From an optimization exercise on the open Yosys and OpenROAD flow, aimed at small area; shortcuts taken in it are not production practice. Only simulation tests tie the RTL to the original design; equivalence was not proved. No run shown here takes its clock network from TritonCTS; it comes from the design's own scripts or RTL. No driver is modelled on the clock port, so clock power and skew are understated where the tree is cut down; a real chip needs a root buffer or a tree. Power figures rest on the tool's default switching activity, not on a simulated workload.

## flow/design.v (module list and top-level ports; edited modules follow where they fit)
// module matrix_calc_s1: 753 lines
// module matrix_calc_s2: 8 lines
// module matrix_alu_top: 17 lines
module matrix_alu_top (
    input  wire        clk,
    input  wire        op,
    input  wire [31:0] A,
    input  wire [31:0] B,
    output reg  [31:0] C
);
  // ...
==> flow/flow/run.sh <==
#!/bin/bash
# Standard synthesis, then re-choose full-adder / gate output polarities to
# drop inverters (flow/fapol4.py), rebalance xor trees by estimated
# arrival and put late full-adder inputs on fast pins (flow/xorbal.py), then the standard layout with the
# smallest buffer on the ports and a hand-built clock tree (flow/my_cts.tcl).
set -euo pipefail
NET=orfs/results/sky130hd/matrix_alu_top/base/1_2_yosys.v
bash standard.sh synth > synth.log 2>&1
cp $NET synth_orig.v
python3 flow/fapol4.py synth_orig.v synth_fapol.v > fapol.log 2>&1
python3 flow/xorbal.py synth_fapol.v $NET > xorbal.log 2>&1
touch $NET
bash standard.sh synth > synth_odb.log 2>&1
export BUFFER_PORTS_ARGS="-buffer_cell sky130_fd_sc_hd__buf_1"
export PRE_CTS_TCL=$PWD/flow/my_cts.tcl
bash standard.sh finish > finish.log 2>&1
==> flow/flow/fapol4.py <==
#!/usr/bin/env python3
"""Re-choose signal polarities in a mapped sky130hd netlist to need fewer
inverters and smaller gates.

A full adder is self-dual, fa(~a,~b,~c) = (~cout, ~sum), so each one may run
on inverted signals. Two-input AND-type gates absorb inversions on any pin
(and2/nand2/nor2/or2/nor2b/nand2b), xor gates absorb input inversions, and a
few gates have a complementary twin. Half adders are split into an xor and an
AND-type gate (same area as ha_1). Inverters are then placed only where a
signal is still needed in the other polarity. Synthesis buffers are dropped,
xor3 cells are split into two xor2 and every other gate is set to its
smallest drive (the layout's repair step re-buffers and upsizes what needs it). The choice is made by
simulated annealing on area.
usage: fapol2.py IN.v OUT.v"""
import re, sys, random, math

PFX = 'sky130_fd_sc_hd__'
LIBFILE = '/OpenROAD-flow-scripts/flow/platforms/sky130hd/lib/sky130_fd_sc_hd__tt_025C_1v80.lib'
import os
if os.environ.get('FLOW_HOME'):
    LIBFILE = os.environ['FLOW_HOME'] + '/platforms/sky130hd/lib/sky130_fd_sc_hd__tt_025C_1v80.lib'
OUTPINS = {'X', 'Y', 'Q', 'Q_N', 'SUM', 'COUT', 'HI', 'LO'}
AREA = {'inv_1': 3.7536, 'nand2_1': 3.7536, 'and2_1': 6.256, 'nor2_1': 3.7536,
        'or2_1': 6.256, 'xor2_1': 8.7584, 'xnor2_1': 8.7584, 'a21oi_1': 5.0048,
        'a21o_1': 7.5072, 'o21ai_0': 5.0048, 'o21ai_1': 5.0048, 'o21a_1': 7.5072, 'a22oi_1': 7.5072,
        'a22o_1': 8.7584, 'nor2b_1': 6.256, 'or2b_1': 7.5072, 'nand2b_1': 6.256,
        'and2b_1': 7.5072, 'nand3_1': 5.0048, 'and3_1': 6.256, 'nor3_1': 5.0048,
        'or3_1': 6.256, 'o22ai_1': 6.256, 'o22a_1': 8.7584, 'xnor3_1': 22.5216,
        'xor3_1': 23.7728}
INV = AREA['inv_1']
TWINS = {}
TWINS['o21ai_0'] = 'o21a_1'
for a, b in [('a21o_1', 'a21oi_1'), ('o21a_1', 'o21ai_1'), ('a22o_1', 'a22oi_1'),
             ('and3_1', 'nand3_1'), ('or3_1', 'nor3_1'), ('o22a_1', 'o22ai_1')]:
    TWINS[a] = b
    TWINS[b] = a
YOUT = {'nand2_1', 'nor2_1', 'xnor2_1', 'a21oi_1', 'o21ai_0', 'o21ai_1', 'a22oi_1', 'nor2b_1',
        'nand2b_1', 'nand3_1', 'nor3_1', 'o22ai_1', 'inv_1'}
# AND-type gates: type -> (pin a, pin b, la, lb, lo, out pin):
# out = lo ^ ((a ^ la) & (b ^ lb))
ANDT = {'and2_1': ('A', 'B', 0, 0, 0), 'nand2_1': ('A', 'B', 0, 0, 1),
        'nor2_1': ('A', 'B', 1, 1, 0), 'or2_1': ('A', 'B', 1, 1, 1),
        'nor2b_1': ('A', 'B_N', 1, 0, 0), 'or2b_1': ('A', 'B_N', 1, 0, 1),
        'and2b_1': ('A_N', 'B', 1, 0, 0), 'nand2b_1': ('A_N', 'B', 1, 0, 1)}
# realisation of (la, lb, lo): (type, pin for a, pin for b)
REAL = {(0, 0, 0): ('and2_1', 'A', 'B'), (0, 0, 1): ('nand2_1', 'A', 'B'),
        (1, 1, 0): ('nor2_1', 'A', 'B'), (1, 1, 1): ('or2_1', 'A', 'B'),
        (1, 0, 0): ('nor2b_1', 'A', 'B_N'), (1, 0, 1): ('nand2b_1', 'A_N', 'B'),
        (0, 1, 0): ('nor2b_1', 'B_N', 'A'), (0, 1, 1): ('nand2b_1', 'B', 'A_N')}
XORT = {'xor2_1': 0, 'xnor2_1': 1, 'xor3_1': 0, 'xnor3_1': 1}

src = open(sys.argv[1]).read()
cell_re = re.compile(r'^  (' + PFX + r'\w+)\s+(\S+)\s*\((.*?)\n  \);\n', re.S | re.M)
pin_re = re.compile(r'\.(\w+)\(([^()]*)\)')

# smallest drive of each combinational cell (the layout's repair upsizes
# what needs it)
lib = open(LIBFILE).read()
LIBAREA = {}
for m in re.finditer(r'cell\s*\(\s*"?' + PFX + r'(\w+?)"?\s*\)\s*\{.*?area\s*:\s*([\d.]+)', lib, re.S):
    LIBAREA[m.group(1)] = float(m.group(2))
SMALLEST = {}
for c in LIBAREA:
    base = c.rsplit('_', 1)[0]
    key = (LIBAREA[c], not c.endswith('_1'), c)
    if base not in SMALLEST or key < (LIBAREA[SMALLEST[base]], not SMALLEST[base].endswith('_1'), SMALLEST[base]):
        SMALLEST[base] = c
def smallest(t):
    base = t.rsplit('_', 1)[0]
    if base.startswith(('df', 'sdf', 'dl', 'fa', 'ha', 'conb', 'clkbuf', 'buf', 'clkinv', 'tap', 'fill', 'decap')):
        return t
    return SMALLEST.get(base, t)

cells = []
spans = []
x3 = 0
for m in cell_re.finditer(src):
    t, n, body = m.group(1)[len(PFX):], m.group(2), m.group(3)
    pins = [(p, v.strip()) for p, v in pin_re.findall(body)]
    spans.append(m.span())
    t = smallest(t)
    if t in ('xor3_1', 'xnor3_1'):
        # two xor2 are smaller than one xor3
        d = dict(pins)
        x3 += 1
        mid = '\\' + (n[1:] if n.startswith('\\') else n).strip() + '_x3'
        cells.append({'t': 'xor2_1', 'n': n + '_xa', 'pins': [('A', d['A']), ('B', d['B']), ('X', mid)]})
        cells.append({'t': t.replace('3_1', '2_1'), 'n': n + '_xb', 'pins': [('A', mid), ('B', d['C']), ('Y' if t == 'xnor3_1' else 'X', d.get('X', ''))]})
        continue
    if t.startswith('ha_'):
        d = dict(pins)
        cells.append({'t': 'xor2_1', 'n': n + '_hx', 'pins': [('A', d['A']), ('B', d['B']), ('X', d.get('SUM', ''))]})
        cells.append({'t': 'and2_1', 'n': n + '_ha', 'pins': [('A', d['A']), ('B', d['B']), ('X', d.get('COUT', ''))]})
    else:
        cells.append({'t': t, 'n': n, 'pins': pins})

drv = {}
for i, c in enumerate(cells):
    for p, v in c['pins']:
        if v and p in OUTPINS:
            drv[v] = (i, p)

def is_inv(c):
    return c['t'].startswith('inv_') or c['t'].startswith('clkinv')

def is_buf(c):
    return c['t'].startswith('buf_') or c['t'].startswith('clkbuf_')

ports = set()
for m in re.finditer(r'^\s*(input|output)\s*(\[[^\]]*\])?\s*([^;]+);', src, re.M):
    for nm in m.group(3).split(','):
        ports.add(nm.strip())
def is_port_net(v):
    return v.split('[')[0].strip() in ports

def root(v):
    pol = 0
    while v in drv and (is_inv(cells[drv[v][0]]) or is_buf(cells[drv[v][0]])):
        c = cells[drv[v][0]]
        v = dict(c['pins'])['A']
        pol ^= 1 if is_inv(c) else 0
    return v, pol

def kind(c):
    t = c['t']
    if t.startswith('fa_'):
        return 'fa'
    if t in ANDT:
        return 'and'
    if t in XORT:
        return 'xor'
    if t in TWINS:
        return 'twin'
    return 'fixed'

K = [kind(c) for c in cells]
flippable = [i for i, c in enumerate(cells) if not is_inv(c) and not is_buf(c) and K[i] != 'fixed'
             and any(p in OUTPINS and v for p, v in c['pins'])]
flipset = set(flippable)

# loads: base signal -> list of (cell, pin, pol)
loads = {}
inpins = {}   # cell -> list of (pin, base, pol)
keep_inv = set()
def outn(c):
    d = dict(c['pins'])
    return d.get('Y', d.get('X'))

for i, c in enumerate(cells):
    if is_inv(c) or is_buf(c):
        if is_port_net(outn(c)):
            keep_inv.add(i)
            s, pol = root(outn(c))
            loads.setdefault(s, []).append((i, 'PORT', pol))
        continue
    inpins[i] = []
    for p, v in c['pins']:
        if not v or p in OUTPINS:
            continue
        s, pol = root(v)
        loads.setdefault(s, []).append((i, p, pol))
        inpins[i].append((p, s, pol))

f = [0] * len(cells)

def provided(s):
    if s in drv:
        i = drv[s][0]
        if i in flipset:
            return f[i]
    return 0

def sig_cost(s):
    prov = provided(s)
    for i, p, pol in loads.get(s, []):
        if p == 'PORT':
            w = pol
        elif K[i] in ('and', 'xor'):
            continue
        elif K[i] == 'fa':
            w = pol ^ f[i]
        else:
            w = pol
        if w != prov:
            return INV
    return 0.0

def and_flags(i):
    c = cells[i]
    pa, pb, la, lb, lo = ANDT[c['t']]
    d = {p: (s, pol) for p, s, pol in inpins[i]}
    sa, pola = d[pa]
    sb, polb = d[pb]
    return (la ^ pola ^ provided(sa), lb ^ polb ^ provided(sb), lo ^ f[i])

def cell_area(i):
    k = K[i]
    t = cells[i]['t']
    if k == 'and':
        return AREA[REAL[and_flags(i)][0]]
    if k == 'twin':
        return AREA[TWINS[t]] if f[i] else AREA[t]
    return 0.0

# neighbourhoods
outsig = {i: [v for p, v in cells[i]['pins'] if p in OUTPINS and v] for i in range(len(cells))}
aff_sigs, aff_cells = {}, {}
for i in flippable:
    ss = set(outsig[i])
    if K[i] == 'fa':
        ss |= {s for p, s, pol in inpins[i]}
    aff_sigs[i] = list(ss)
    cs = {i}
    for s in outsig[i]:
        for j, p, pol in loads.get(s, []):
            if p != 'PORT' and K[j] == 'and':
                cs.add(j)
    aff_cells[i] = list(cs)

def local(i):
    return sum(sig_cost(s) for s in aff_sigs[i]) + sum(cell_area(j) for j in aff_cells[i])

def delta(i):
    b = local(i)
    f[i] ^= 1
    a = local(i)
    f[i] ^= 1
    return a - b

allsig = set(loads)
def total():
    return sum(sig_cost(s) for s in allsig) + sum(cell_area(i) for i in range(len(cells)))

start = total()
rnd = random.Random(1)
cur = start
best, bestf = start, f[:]
steps = 400000
for k in range(steps):
    T = 4.0 * (1 - k / steps) + 0.01
    i = flippable[rnd.randrange(len(flippable))]
    d = delta(i)
    if d <= 0 or rnd.random() < math.exp(-d / T):
        f[i] ^= 1
        cur += d
        if cur < best - 1e-9:
            best, bestf = cur, f[:]
f = bestf
print(f'fapol2: cost {start:.1f} -> {total():.1f}, flipped {sum(f)} of {len(flippable)}', file=sys.stderr)

# ---- rewrite ----
def esc(v):
    v = v.strip()
    return v + ' ' if v.startswith('\\') else v

newinv = {}
def inv_net(s):
    if s not in newinv:
        base = s[1:] if s.startswith('\\') else s
        newinv[s] = '\\' + base + '_fpinv'
    return newinv[s]

def net_for(s, want):
    return s if want == provided(s) else inv_net(s)

body = []
def emit(t, n, pins):
    body.append(f'  {PFX}{t} {n} (\n' + ',\n'.join(f'    .{p}({esc(v)})' for p, v in pins) + '\n  );\n')

for i, c in enumerate(cells):
    t = c['t']
    if is_inv(c) or is_buf(c):
        if i in keep_inv:
            d = dict(c['pins'])
            s, pol = root(d['A'])
            o = 'Y' if is_inv(c) else 'X'
            emit(t, c['n'], [('A', net_for(s, pol)), (o, d[o])])
        continue
    k = K[i]
    if k == 'and':
        la, lb, lo = and_flags(i)
        nt, qa, qb = REAL[(la, lb, lo)]
        pa, pb = ANDT[t][0], ANDT[t][1]
        d = {p: s for p, s, pol in inpins[i]}
        out = outsig[i][0] if outsig[i] else ''
        emit(nt, c['n'], [(qa, d[pa]), (qb, d[pb]), ('Y' if nt in YOUT else 'X', out)])
        continue
    if k == 'xor':
        par = XORT[t] ^ f[i]
        for p, s, pol in inpins[i]:
            par ^= pol ^ provided(s)
        three = t.startswith('x') and t[-3] == '3' or '3_' in t
        nt = ('xnor3_1' if par else 'xor3_1') if '3' in t.split('_')[0] else ('xnor2_1' if par else 'xor2_1')
        pins = []
        for p, v in c['pins']:
            if p in OUTPINS:
                pins.append(('Y' if nt in YOUT else 'X', v))
            else:
                pins.append((p, root(v)[0]))
        emit(nt, c['n'], pins)
        continue
    nt = TWINS[t] if (k == 'twin' and f[i]) else t
    pins = []
    for p, v in c['pins']:
        if p in OUTPINS or not v:
            if k == 'twin' and f[i] and p in ('X', 'Y'):
                p = 'Y' if nt in YOUT else 'X'
            pins.append((p, v))
            continue
        s, pol = root(v)
        w = pol ^ (f[i] if k == 'fa' else 0)
        pins.append((p, net_for(s, w)))
    emit(nt, c['n'], pins)

for k_, (s, nm) in enumerate(sorted(newinv.items())):
    emit('inv_1', f'fpinv_{k_}', [('A', s), ('Y', nm)])

wires = ''.join(f'  wire {esc(nm)};\n' for s, nm in sorted(newinv.items()))
head = src[:spans[0][0]]
tail = src[spans[-1][1]:]
open(sys.argv[2], 'w').write(head + wires + ''.join(body) + tail)
==> flow/flow/my_cts.tcl <==
# Clock tree built by hand (sourced as PRE_CTS_TCL): the flip-flops are split
# into MCTS_K clusters by position (k-means), each cluster gets one leaf
# clock buffer at its centroid, and one root buffer next to the clock pin
# drives the leaves. TritonCTS is then skipped (it would build an H-tree with
# eight leaves for this small design).
set mcts_k [expr { [info exists ::env(MCTS_K)] ? $::env(MCTS_K) : 4 }]
set mcts_leaf [expr { [info exists ::env(MCTS_LEAF)] ? $::env(MCTS_LEAF) : "sky130_fd_sc_hd__clkbuf_8" }]
set mcts_root [expr { [info exists ::env(MCTS_ROOT)] ? $::env(MCTS_ROOT) : "sky130_fd_sc_hd__clkbuf_8" }]

set db [ord::get_db]
set block [ord::get_db_block]
set clknet [$block findNet clk]
set sinks {}
foreach it [$clknet getITerms] {
  lappend sinks $it
}
set n [llength $sinks]
set xs {}
set ys {}
foreach it $sinks {
  set inst [$it getInst]
  set bb [$inst getBBox]
  lappend xs [expr { ([$bb xMin] + [$bb xMax]) / 2.0 }]
  lappend ys [expr { ([$bb yMin] + [$bb yMax]) / 2.0 }]
}
# k-means, seeded with points spread along x+y
set order [lsort -real -indices [lmap x $xs y $ys { expr { $x + $y } }]]
set cx {}
set cy {}
for { set k 0 } { $k < $mcts_k } { incr k } {
  set i [lindex $order [expr { int(($k + 0.5) * $n / $mcts_k) }]]
  lappend cx [lindex $xs $i]
  lappend cy [lindex $ys $i]
}
set asg [lrepeat $n 0]
for { set iter 0 } { $iter < 50 } { incr iter } {
  for { set i 0 } { $i < $n } { incr i } {
    set best 0
    set bd 1e30
    for { set k 0 } { $k < $mcts_k } { incr k } {
      set d [expr { abs([lindex $xs $i] - [lindex $cx $k]) + abs([lindex $ys $i] - [lindex $cy $k]) }]
      if { $d < $bd } {
        set bd $d
        set best $k
      }
    }
    lset asg $i $best
  }
  for { set k 0 } { $k < $mcts_k } { incr k } {
    set sx 0.0
    set sy 0.0
    set c 0
    for { set i 0 } { $i < $n } { incr i } {
      if { [lindex $asg $i] == $k } {
        set sx [expr { $sx + [lindex $xs $i] }]
        set sy [expr { $sy + [lindex $ys $i] }]
        incr c
      }
    }
    if { $c > 0 } {
      lset cx $k [expr { $sx / $c }]
      lset cy $k [expr { $sy / $c }]
    }
  }
}
# clock pin position
set bt [$block findBTerm clk]
set pbb [$bt getBBox]
set px [expr { ([$pbb xMin] + [$pbb xMax]) / 2 }]
set py [expr { ([$pbb yMin] + [$pbb yMax]) / 2 }]
# root buffer between the pin and the centre of the leaves
set mx 0.0
set my 0.0
foreach x $cx y $cy {
  set mx [expr { $mx + $x / $mcts_k }]
  set my [expr { $my + $y / $mcts_k }]
}
set root [odb::dbInst_create $block [$db findMaster $mcts_root] mcts_root]
$root setLocation [expr { int(($px + $mx) / 2) }] [expr { int(($py + $my) / 2) }]
$root setPlacementStatus PLACED
set rootnet [odb::dbNet_create $block mcts_root_net]
$rootnet setSigType CLOCK
[$root findITerm A] connect $clknet
[$root findITerm X] connect $rootnet
for { set k 0 } { $k < $mcts_k } { incr k } {
  set leaf [odb::dbInst_create $block [$db findMaster $mcts_leaf] mcts_leaf_$k]
  $leaf setLocation [expr { int([lindex $cx $k]) }] [expr { int([lindex $cy $k]) }]
  $leaf setPlacementStatus PLACED
  set lnet [odb::dbNet_create $block mcts_leaf_net_$k]
  $lnet setSigType CLOCK
  [$leaf findITerm A] connect $rootnet
  [$leaf findITerm X] connect $lnet
  set c 0
  for { set i 0 } { $i < $n } { incr i } {
    if { [lindex $asg $i] == $k } {
      set it [lindex $sinks $i]
      $it disconnect
      $it connect $lnet
      incr c
    }
  }
  puts "mcts: leaf $k at ([lindex $cx $k], [lindex $cy $k]) drives $c sinks"
}
set_propagated_clock [all_clocks]
# the tree is built; skip TritonCTS
rename clock_tree_synthesis mcts_unused_clock_tree_synthesis
proc clock_tree_synthesis { args } {
  puts "mcts: clock tree built by hand, clock_tree_synthesis skipped"
}
==> flow/flow/xorbal.py <==
#!/usr/bin/env python3
"""Rebuild chains/trees of 2-input xor gates in a mapped sky130hd netlist so
that late-arriving inputs pass through fewer gates (Huffman order on a rough
arrival-time estimate), and connect each full adder's latest input to its
fastest pin (CIN, then B, then A; the three are interchangeable). Same
function, same gates.
usage: xorbal.py IN.v OUT.v"""
import re, sys, heapq

PFX = 'sky130_fd_sc_hd__'
OUTPINS = {'X', 'Y', 'Q', 'Q_N', 'SUM', 'COUT', 'HI', 'LO'}
DEL = {'fa': {'SUM': 0.48, 'COUT': 0.40}, 'ha': {'SUM': 0.25, 'COUT': 0.2},
       'xor2': 0.20, 'xnor2': 0.20, 'nand2': 0.10, 'nor2': 0.12, 'inv': 0.06,
       'buf': 0.15, 'clkbuf': 0.3}
DX = 0.20

src = open(sys.argv[1]).read()
cell_re = re.compile(r'^  (' + PFX + r'\w+)\s+(\S+)\s*\((.*?)\n  \);\n', re.S | re.M)
pin_re = re.compile(r'\.(\w+)\(([^()]*)\)')
cells, spans = [], []
for m in cell_re.finditer(src):
    t, n, body = m.group(1)[len(PFX):], m.group(2), m.group(3)
    cells.append({'t': t, 'n': n, 'pins': [(p, v.strip()) for p, v in pin_re.findall(body)]})
    spans.append(m.span())

drv, loads = {}, {}
for i, c in enumerate(cells):
    for p, v in c['pins']:
        if not v:
            continue
        if p in OUTPINS:
            drv[v] = (i, p)
        else:
            loads.setdefault(v, []).append((i, p))

def fam(t):
    return t.rsplit('_', 1)[0]

def is_x2(i):
    return fam(cells[i]['t']) in ('xor2', 'xnor2')

# arrival estimate (seq outputs / ports at 0)
arr = {}
def arrival(v, depth=0):
    if v in arr:
        return arr[v]
    if v not in drv or depth > 500:
        arr[v] = 0.0
        return 0.0
    i, p = drv[v]
    c = cells[i]
    f = fam(c['t'])
    if f.startswith('df'):
        a = 0.35
    elif f == 'fa':
        d = dict(c['pins'])
        ins = sorted((arrival(d[q], depth + 1), d[q]) for q in ('A', 'B', 'CIN'))
        # earliest on A (slowest pin), latest on CIN (fastest pin)
        newpins = [('A', ins[0][1]), ('B', ins[1][1]), ('CIN', ins[2][1])]
        c['pins'] = newpins + [(q, v) for q, v in c['pins'] if q in OUTPINS]
        if p == 'SUM':
            a = max(ins[0][0] + 0.56, ins[1][0] + 0.53, ins[2][0] + 0.51)
        else:
            a = max(ins[0][0] + 0.44, ins[1][0] + 0.42, ins[2][0] + 0.39)
    else:
        ins = [arrival(w, depth + 1) for q, w in c['pins'] if q not in OUTPINS and w]
        d = DEL.get(f, 0.2)
        if isinstance(d, dict):
            d = d.get(p, 0.4)
        a = (max(ins) if ins else 0.0) + d
    arr[v] = a
    return a

sys.setrecursionlimit(10000)
for v in list(drv):
    arrival(v)

def outnet(i):
    return [v for p, v in cells[i]['pins'] if p in OUTPINS][0]

# a tree root: an xor2 whose output is not consumed solely by one xor2
internal = set()
for i, c in enumerate(cells):
    if not is_x2(i):
        continue
    o = outnet(i)
    ls = loads.get(o, [])
    if len(ls) == 1 and is_x2(ls[0][0]) and not re.match(r'^(C|A|B)\[', o):
        internal.add(i)

removed = set()
newcells = {}
cnt = 0
changed = 0
for r, c in enumerate(cells):
    if not is_x2(r) or r in internal:
        continue
    # collect leaves
    nodes, leaves, par = [], [], 0
    stack = [r]
    while stack:
        i = stack.pop()
        nodes.append(i)
        if fam(cells[i]['t']) == 'xnor2':
            par ^= 1
        for p, v in cells[i]['pins']:
            if p in OUTPINS:
                continue
            if v in drv and drv[v][0] in internal and drv[v][0] not in nodes:
                stack.append(drv[v][0])
            else:
                leaves.append(v)
    if len(nodes) < 3:
        continue
    old_depth = arr[outnet(r)]
    h = [(arrival(v), k, v) for k, v in enumerate(leaves)]
    heapq.heapify(h)
    names = [cells[i]['n'] for i in nodes if i != r]
    build = []
    k = len(leaves)
    while len(h) > 2:
        a1, _, v1 = heapq.heappop(h)
        a2, _, v2 = heapq.heappop(h)
        cnt += 1
        nn = f'\\xb_{cnt}'
        build.append(('xor2_1', names.pop(), [('A', v1), ('B', v2), ('X', nn)]))
        k += 1
        heapq.heappush(h, (max(a1, a2) + DX, k, nn))
    a1, _, v1 = heapq.heappop(h)
    a2, _, v2 = heapq.heappop(h)
    new_depth = max(a1, a2) + DX
    build.append(('xnor2_1' if par else 'xor2_1', cells[r]['n'],
                  [('A', v1), ('B', v2), ('Y' if par else 'X', outnet(r))]))
    for i in nodes:
        removed.add(i)
    newcells[r] = build
    if new_depth < old_depth - 1e-6:
        changed += 1

print(f'xorbal: rebuilt {len(newcells)} xor trees, {changed} faster', file=sys.stderr)

def esc(v):
    return v + ' ' if v.startswith('\\') else v

body, wires = [], []
for i, c in enumerate(cells):
    if i in newcells:
        for t, n, pins in newcells[i]:
            body.append(f'  {PFX}{t} {n} (\n' + ',\n'.join(f'    .{p}({esc(v)})' for p, v in pins) + '\n  );\n')
            for p, v in pins:
                if v.startswith('\\xb_'):
                    wires.append(f'  wire {esc(v)};\n')
        continue
    if i in removed:
        continue
    body.append(f'  {PFX}{c["t"]} {c["n"]} (\n' + ',\n'.join(f'    .{p}({esc(v)})' for p, v in c['pins']) + '\n  );\n')
wires = sorted(set(wires))
open(sys.argv[2], 'w').write(src[:spans[0][0]] + ''.join(wires) + ''.join(body) + src[spans[-1][1]:])
==> flow/standard.sh <==
#!/bin/bash
# synth_recipe.tcl (not shown) runs the flow's synth.tcl, then flattens the netlist and writes it again
# the make line also repeats each setting of config.mk as NAME=value (left out here)
make -C /OpenROAD-flow-scripts/flow DESIGN_CONFIG=/design/flow/config.mk WORK_HOME=/design/flow/orfs CLKGATE_MAP_FILE= SYNTH_SCRIPT=/design/flow/synth_recipe.tcl "${@:-finish}"
==> flow/config.mk <==
export PLATFORM = sky130hd
export DESIGN_NAME = matrix_alu_top
export DESIGN_NICKNAME = matrix_alu_top
export VERILOG_FILES = /design/flow/design.v
export SDC_FILE = /design/flow/constraint.sdc
export NUM_CORES = 4
export LEC_CHECK = 0
export CAP_MARGIN = 20
export CORE_MARGIN = 2
export CORE_UTILIZATION = 60
export GPL_TIMING_DRIVEN = 0
export PLACE_DENSITY = 0.7
export SLEW_MARGIN = 20
==> flow/constraint.sdc <==
create_clock -name core_clock -period 5.2 [get_ports {clk}]
set_input_delay 1.0400 -clock core_clock [delete_from_list [all_inputs] [get_ports {clk}]]
set_output_delay 1.0400 -clock core_clock [all_outputs]
set_load 0.01 [all_outputs]
==> flow_summary.toml, run 1 <==
[cts]
clock_latency_ps = 350
cts_resized = 8
post-cts-setup-buffers = 0

[grt]
antenna_found_initial = 0
first_global_vias = 6035
grtUsageMet3_pct = 4.32

[status]
outcome = "complete, no violations"

[placed_design]
pre_cts_ws_ps = -690
dp_hpwl_microns = 14600

[routing]
post_drt_wl_per_cell_microns = 19.0
wirelength_microns = 18500

[setup_path]
crit_path_start_kind = "input port"
crit_buf_inv = 2
path_delay_family = "adder cells"

[cells_and_area]
nFlopsAndLatches = 64
nets = 1046
top_regs = "C: 32 flops, s_r: 32 flops"
multi_input_area_share_pct = 74.9

[power]
power.group.top = "combinational logic"
totalPowerFinal_mw = 2.50
comb_power_share_pct = 59.5
p_switching_mw = 0.998
p_clk_mw = 0.237

[timing]
whs_ps = 333

[synth]
synth_warnings = 1
==> inputs of run 2 (changes only) <==
--- a/flow/config.mk
+++ b/flow/config.mk
@@ -9,5 +9,5 @@
 export CORE_MARGIN = 2
 export CORE_UTILIZATION = 60
 export GPL_TIMING_DRIVEN = 0
-export PLACE_DENSITY = 0.7
+export PLACE_DENSITY = 0.8
 export SLEW_MARGIN = 20
==> run 2 against run 1 <==
- die area unchanged
- largest cell class unchanged
- global-route usage increased by 0.21 points
- register-to-register slack about the same
==> flow_summary.toml, run 2 <==
[timing]
rsz0062_at_grt = "false"
period_share_pct = 96.3
relSlewSlack_pct = 35.4
layout_setup_ws_ps = 190
tightestPinTransition_ps = 967
fmax_mhz = 200
setup_viol_count_final = 0
slew_viol_final = 0
fin_crit_ps = 5010
skew_ps = 0.475
final_hold_viol_count = 0

[setup_path]
r2r_slack_ps = 4790
worst_r2r_endpoint = "C[29]"
max_stage_delay_ps = 610
worstPathMaxFanout = 34
rr_startpoint = "s_r[2]"
cp_common_cell = "fa_1"
cp_slowest_cell = "nor2b_1"
critPathRequiredTime_ps = 5430
critPathKind = "in -> reg"
rr_worst_depth = 0
path_delay_family = "adder cells"
path_cells = "buf_2 > buf_12 > nor2b_1 > nand2_1 > fa_1 > fa_1 > fa_1 > fa_1 > fa_1 > fa_1 > nor2_1 > xnor2_1"
crit_buf_inv = 2
arrival_ps = 5240
endpoint_kind = "flop"
crit_path_start_kind = "input port"

[placed_design]
pre_cts_ws_ps = -575
gp_congestion = 0.936
portBuffers = 97
place_area_sq_mm = 0.00766
dp_hpwl_microns = 15000

[cells_and_area]
multi_input_area_sq_mm = 0.00580
syn2layout_area_growth_pct = 9.73
insertedDiodeCount = 0
final_common_cell = "nand2_1"
fillers = 928
final_area_sq_mm = 0.00776
seq_area_sq_mm = 0.00128
nets = 1047
drive_gt1_share_pct = 2.41
final_util_pct = 67.7
top_regs = "C: 32 flops, s_r: 32 flops"
mostFrequentLayoutCells = "275 x nand2_1, 148 x fa_1, 108 x xor2_1"

[routing]
drc_errors = 0
vias = 5783
wirelength_microns = 18700
drt_iter0_markers = 489
post_drt_wl_per_cell_microns = 19.2
first_pass_iters = 5
via_per_inst = 5.94
ant_nets = 0

[floorplanning]
boundaryPins = 98
die_x_microns = 113
die_h_microns = 113
dieArea_sq_mm = 0.0127
core_sq_mm = 0.0115
initial_core_util_pct = 61.7
rows = 39

[hold_path]
hold_class = "reg -> reg"
worstHoldStart = "s_r[30]"
holdPathStages = 0
hold_end = "C[1]"

[status]
outcome = "complete, no violations"

[grt]
grt_max_degree = 43
grt_pass1_wl_microns = 30500
gr-usage-all-layers_pct = 30.5
antenna_found_initial = 0
first_global_vias = 6228
grt-ovfl-total = 0

[synth]
synth_area_sq_mm = 0.00707
synth_cells = 727
synth_warnings = 1
syn-num-nets = 941
synth_area_per_cell_sq_um = 9.73

[job]
drv_cap = 0

[power]
vdd_drop_max_mv = 0.355
power_leakage_nw = 2.55
power_density_mw_per_mm2 = 324

[cts]
clk_pin_slew_ps = 80
ctsHoldBuffers = 0
clock_latency_ps = 350
## run 2: cell type report
class	instances	share of cell area, %
Tap cell	143	2.31
Inverter	6	0.290
Sequential cell	64	16.5
Buffer	5	0.887
Timing Repair Buffer	99	5.22
Multi-Input combinational cell	657	74.8
## run 2: timing repair
item                       CTS  global route
resized for setup            2            12
buffers inserted             0             0
pin swaps                    0             0
setup endpoints to repair    4             8
## run 2: report_power, final
part / switching (mW) / internal [mW] / leakage, nW / total, mW
sequential: 0.0462 / 0.728 / 0.540 / 0.774
clock: 0.146 / 0.0873 / 0.0359 / 0.233
combinational: 0.817 / 0.690 / 1.97 / 1.51
## run 2: worst max-delay path by stage
stage,depth (start not counted),end,slack [ps],startpoint
after floorplan,10,s_r[0],540,B[25]
after global placement,11,s_r[0],-2620,op
after detailed placement,13,s_r[0],-570,op
after CTS,12,s_r[24],20,op
after global routing,13,s_r[0],7,op
final,12,s_r[24],190,op
## run 2: routing by layer
layer,share of wire (%),GRT usage [%],vias up
met5,0,0,-
met4,5.0,12.6,0
met3,11,7.45,96
met2,49,52.1,385
met1,35,37.3,2837
li1,-,-,2465
## run 2: metrics by stage
step                      TNS (ps)  cells  hold WS, ps  power (mW)
after CTS                        0    974          335        2.54
after global routing             0    974          339        2.74
after detailed placement     -3290    969          312        2.31
after global placement      -46280    967          310        2.22
final                            0    974          332        2.51
after floorplan                  0    727          310        1.92
==> inputs of run 3 (changes only) <==
--- a/flow/config.mk
+++ b/flow/config.mk
@@ -7,7 +7,7 @@
 export LEC_CHECK = 0
 export CAP_MARGIN = 20
 export CORE_MARGIN = 2
-export CORE_UTILIZATION = 60
+export CORE_UTILIZATION = 65
 export GPL_TIMING_DRIVEN = 0
-export PLACE_DENSITY = 0.8
+export PLACE_DENSITY = 0.75
 export SLEW_MARGIN = 20
==> run 3 against run 2 <==
- clock power about the same
- synthesized area stayed put
- critical endpoint is now s_r[8]
- routed wire length fell by 1.3%
- total power fell by 0.38%
- still clean on timing, DRC and antenna
==> flow_summary.toml, run 3 <==
[status]
outcome = "complete, no violations"

[cells_and_area]
fillers = 881
multi_input_area_sq_mm = 0.00579
final_util_pct = 71.9
drive_gt1_share_pct = 1.93
insertedDiodeCount = 0
layout.cells.non_filler = 970
seq_area_sq_mm = 0.00128
nets = 1046
final_common_cell = "nand2_1"
syn2layout_area_growth_pct = 9.25
final_area_sq_mm = 0.00773
top_regs = "C: 32 flops, s_r: 32 flops"
mostFrequentLayoutCells = "275 x nand2_1, 148 x fa_1, 108 x xor2_1"

[floorplanning]
initial_core_util_pct = 65.8
boundaryPins = 98
dieArea_sq_mm = 0.0117
die_h_microns = 108
die_x_microns = 108
core_sq_mm = 0.0107
rows = 38

[synth]
syn-num-nets = 941
synth_cells = 727
synth_area_per_cell_sq_um = 9.73
synth_area_sq_mm = 0.00707
synth_warnings = 1

[routing]
drt_iter0_markers = 449
ant_nets = 0
via_per_inst = 5.87
wirelength_microns = 18500
drc_errors = 0
vias = 5690
first_pass_iters = 5
post_drt_wl_per_cell_microns = 19.0

[timing]
period_share_pct = 97.5
slew_viol_final = 0
final_hold_viol_count = 0
setup_viol_count_final = 0
tightestPinTransition_ps = 918
fin_crit_ps = 5070
skew_ps = 26.9
fmax_mhz = 197
relSlewSlack_pct = 38.7
rsz0062_at_grt = "false"

[setup_path]
rr_startpoint = "s_r[23]"
worstPathMaxFanout = 47
path_delay_family = "adder cells"
critPathRequiredTime_ps = 5440
crit_path_start_kind = "input port"
max_stage_delay_ps = 560
critPathKind = "in -> reg"
crit_buf_inv = 2
cp_slowest_cell = "fa_1"
path_cells = "buf_4 > buf_12 > nor2b_2 > nand2_1 > fa_1 > fa_1 > fa_1 > fa_1 > fa_1 > fa_1 > nand2b_1 > xnor2_1"
arrival_ps = 5310
rr_worst_depth = 0
r2r_slack_ps = 4760
endpoint_kind = "flop"
cp_common_cell = "fa_1"
worst_r2r_endpoint = "C[8]"

[placed_design]
gp_congestion = 0.941
dp.cells = 965
dp_hpwl_microns = 14600
place_area_sq_mm = 0.00763
portBuffers = 97

[grt]
grt-ovfl-total = 0
antenna_found_initial = 0
grt_pass1_wl_microns = 30100
gr-usage-all-layers_pct = 33.7
first_global_vias = 6171
grt_max_degree = 48

[power]
power_density_mw_per_mm2 = 324
power_leakage_nw = 2.53
vdd_drop_max_mv = 0.350

[cts]
clock_latency_ps = 350
post-cts-setup-buffers = 0
clk_pin_slew_ps = 90
ctsHoldBuffers = 0

[job]
drv_cap = 0

[hold_path]
holdPathStages = 0
hold_end = "C[13]"
worstHoldStart = "s_r[18]"
hold_class = "reg -> reg"
-- run 3: report_power, final --
| part | switching, mW | internal, mW | leakage, nW |
|---|---|---|---|
| logic | 0.811 | 0.685 | 1.95 |
| clock network | 0.144 | 0.0874 | 0.0359 |
| registers | 0.0477 | 0.728 | 0.540 |
| total | 1.00 | 1.50 | 2.53 |
-- run 3: worst max path at each step --
stage / from / to / slack, ps / cells after the start
after floorplan: B[25] / s_r[0] / 540 / 10
after global placement: op / s_r[0] / -2690 / 11
after detailed placement: op / s_r[8] / -690 / 12
after CTS: op / s_r[8] / 30 / 12
after global routing: op / s_r[8] / 9 / 12
final: op / s_r[8] / 130 / 12
-- run 3: area by class of cell --
| type | count | share of cell area [%] |
|---|---|---|
| inverter | 6 | 0.291 |
| sequential | 64 | 16.6 |
| buffer | 5 | 0.891 |
| timing repair buffer | 98 | 5.02 |
| tap | 140 | 2.27 |
| multi-input combinational | 657 | 75.0 |
-- run 3: through the flow --
stage | total power [mW] | setup slack, ps | setup TNS, ps | hold slack, ps
floorplan | 1.92 | 538 | 0 | 310
global placement | 2.23 | -2690 | -48150 | 310
detailed placement | 2.29 | -693 | -4260 | 312
CTS | 2.54 | 33.0 | 0 | 333
global route | 2.76 | 9.45 | 0 | 339
finish | 2.50 | 131 | 0 | 330
-- run 3: what timing repair did --
| action | in CTS | in global routing |
|---|---|---|
| cloned | 0 | 0 |
| resized for setup | 6 | 4 |
| setup endpoints to repair | 6 | 6 |
-- run 3: per-layer routing --
layer	routed length [microns]	global-route usage [%]	vias to the layer above	part of all wire [%]
li1	-	-	2464	-
met1	6690	43.4	2793	36
met2	9050	57.4	353	49
met3	1930	5.91	80	10
met4	792	12.7	0	4.3
met5	0	0	-	0

[re-timing with driven ports]
The flow's constraints put no driver on any port. The routed layouts listed below were extracted and timed again, unchanged, in two steps.
Step 1: set_driving_cell puts a clkbuf_16 on clk and a buf_2 on each other input, an assumption about the parent block.
Step 2 times the ports against the registers' clock, not the clock port: input delays grow and output delays shrink by t, the midpoint of the rising clock arrivals with the driver on.
Slacks: ideal / step 1 / step 2; pairs: ideal / step 1.
run	t (ns)	setup slack, ns	worst setup path at the end
run 1	0.371	0.229 / 0.215 / -0.156	input to register
run 2	0.369	0.190 / 0.195 / -0.174	input to register
run 3	0.358	0.131 / 0.131 / -0.227	input to register
Met with ideal ports but missed after step 2: setup timing in every run listed. The setup slack of run 1, which loses most, moves by -0.014 ns with the drivers and by -0.385 ns with both steps.
